From an optimization exercise on the open Yosys and OpenROAD flow, aimed at small area, a short achievable clock period and few clock cycles per item; shortcuts taken in it are not production practice. No activity file was given, so power comes from the tool's default toggle rates.

oak:
==> flow/design.v (excerpt) <==
module packet_parser (
	input  logic         clk,
	input  logic         rst_n,       
	input  logic         s_tvalid,
	input  logic [7:0]   s_tdata,
	input  logic         s_tlast,
	output logic         s_tready,
	output logic         m_tvalid,
	input  logic         m_tready,
	output logic [367:0] m_tdata
	);
logic       rdy;            
logic       pend;           
logic       pad;            
logic [5:0] pos;            
logic       dv;             
logic [7:0] din;
logic       dl;
logic fill, proc, adv, p48, inwin, go_pend, go_pad;
logic next_pend, next_pad, dfull_next;
logic [5:0] pos_next;
logic shift_q;              
assign fill    = !pend && !pad;
assign proc    = dv && fill;
assign adv     = proc || pad;
assign p48     = (pos == 6'd48);
assign inwin   = (pos >= 6'd14) && (pos <= 6'd37);
assign go_pend = p48 && ((proc && dl) || pad);
assign go_pad  = proc && dl && !p48;
assign next_pend  = pend ? !m_tready : go_pend;
assign next_pad   = !pend && (pad ? !go_pend : go_pad);
assign dfull_next = (rdy && s_tvalid) || (dv && !proc);
assign pos_next   = pend ? (m_tready ? 6'd0 : pos) : ((adv && !p48) ? pos + 6'd1 : pos);
function logic stored_at(input logic [5:0] p);
	stored_at = (p <= 6'd14) || (p == 6'd16) || (p == 6'd17) ||
	            (p == 6'd23) || (p >= 6'd26 && p <= 6'd47);
  ...
Size: roughly 790 cells after synthesis, about 380 flip-flops, roughly 380 I/O pins, ~14000 um2 of cells after synthesis.
==> flow/config.mk <==
export PLATFORM = sky130hd
export DESIGN_NAME = packet_parser
export DESIGN_NICKNAME = packet_parser
export VERILOG_FILES = /design/flow/design.v
export SDC_FILE = /design/flow/constraint.sdc
export NUM_CORES = 4
export LEC_CHECK = 0
export CAP_MARGIN = 20
export CORE_MARGIN = 2
export CORE_UTILIZATION = 75
export CTS_BUF_LIST = sky130_fd_sc_hd__clkbuf_4
export CTS_CLUSTER_SIZE = 30
export PLACE_DENSITY = 0.85
export SLEW_MARGIN = 20
==> flow/constraint.sdc <==
create_clock -name core_clock -period 13.5 [get_ports {clk}]
set_input_delay 2.7000 -clock core_clock [delete_from_list [all_inputs] [get_ports {clk}]]
set_output_delay 2.7000 -clock core_clock [all_outputs]
set_load 0.01 [all_outputs]
standard.sh (not shown) runs the stock make flow with config.mk's settings and CLKGATE_MAP_FILE= SYNTH_SCRIPT=/design/flow/synth_recipe.tcl, a recipe that flattens the netlist after the stock synthesis.
==> flow/flow/run.sh <==
#!/bin/bash
# Own layout flow: the standard synthesis and layout, with
#  - plain sky130 buffers on the ports instead of the delay buffer the
#    resizer picks by default;
#  - timing repair asked to reach a setup slack margin, so that it works on
#    the paths that set the achieved period (the constraints are unchanged).
set -euo pipefail
bash standard.sh synth > synth.log 2>&1
bash standard.sh finish \
  BUFFER_PORTS_ARGS="-buffer_cell sky130_fd_sc_hd__buf_1" \
  SETUP_SLACK_MARGIN=9.5 > layout.log 2>&1
4_1_cts: oak exited with error
What pine does differently from oak at the input level:
Settings: a change of PLACE_DENSITY from 0.85 to 0.8; a deleted CTS_CLUSTER_SIZE that had been 30; a change of CORE_UTILIZATION from 75 to 65; a deleted CTS_BUF_LIST that had been sky130_fd_sc_hd__clkbuf_4.
Notes after the runs:
Of oak and pine, only oak never reached the final stage. oak did not make it past 4_1_cts, where a tool error ended it. Delta (pine minus oak): distinct cell type count after synthesis was more or less identical, die extent in y climbed 10 um, post-placement worst setup slack was more or less identical. Comparing half-perimeter wire length after detailed placement for oak and pine, the smaller number came from pine. Diff oak..pine | flop and latch count out of synthesis | unchanged. Relative to oak, the width of the die measured on pine has increased by a little under 10%. pine vs oak: routability congestion estimate from global placement up by a few percent. Changes observed in pine relative to oak: cell area after placement saw an increase, starting density of the core saw a decrease.
Inputs modified between pine and birch:
Settings: swapping 0.8 for 0.6 in PLACE_DENSITY; swapping 65 for 40 in CORE_UTILIZATION.
==> results.txt <==
- birch falls short of pine in worst hold margin.
- Maximum achievable frequency: pine vs birch, no meaningful difference
- Looking at cell area, birch sits above pine.
- Compared birch vs pine, and met3 track demand over resource in global routing is down in birch.
- Against pine, overall die width in birch rose by more than a quarter.
- Summary: with pine as the reference, die area in birch moved up by more than half.
- Wire length deteriorates in birch relative to pine.
- Cmp pine and birch / met2 track demand over resource in global routing / higher: pine
- birch vs pine: total power up by a few percent
- Compared with pine, in birch global-route usage -10 points, switching power share of the total -1.0 points.
Changes in maple relative to birch:
Settings: changing PLACE_DENSITY from 0.6 to 0.8; setting CTS_BUF_LIST to sky130_fd_sc_hd__clkbuf_8 for the first time; setting CTS_CLUSTER_SIZE to 40 for the first time; changing CORE_UTILIZATION from 40 to 65.
Results
- Delta (maple minus birch): minimum clock period after layout went down, fraction of final layout cells sized beyond drive strength 1 went up.
- maple vs. birch: first-iteration DRC count went up by 312.
- The utilization of the core after routing in maple was higher than what birch gave.
- birch → maple: average wire length per cell after detail routing higher; met3 usage higher; routing usage on met2 higher; initial core utilization higher; smallest setup slack after layout higher.
No functional check of the RTL was part of any run of this note.

re-timing with driven ports:
The flow's constraints put no driver on any port. The routed layouts listed below were extracted and timed again, unchanged, in two steps. Step 1: set_driving_cell puts a clkbuf_16 on clk and a buf_2 on each other input, an assumption about the parent block. Step 2, shift: input delay + t, output delay - t, t = (earliest + latest rising clock arrival at the registers) / 2. This alone moves slack from input paths to output paths. Slacks: ideal ports / drivers / drivers and shift; pairs: ideal ports / drivers.
run | shift t [ns] | setup WS [ns] | clock arrival spread, ns
pine | 0.567 | 9.535 / 9.488 / 9.322 | 0.014 / 0.014
birch | 0.595 | 9.530 / 9.477 / 9.330 | 0.022 / 0.021
maple | 0.629 | 9.546 / 9.502 / 9.372 | 0.049 / 0.049
After both steps every run listed still meets setup and hold. The setup slack of pine, which loses most, moves by -0.047 ns with the drivers and by -0.213 ns with both steps.
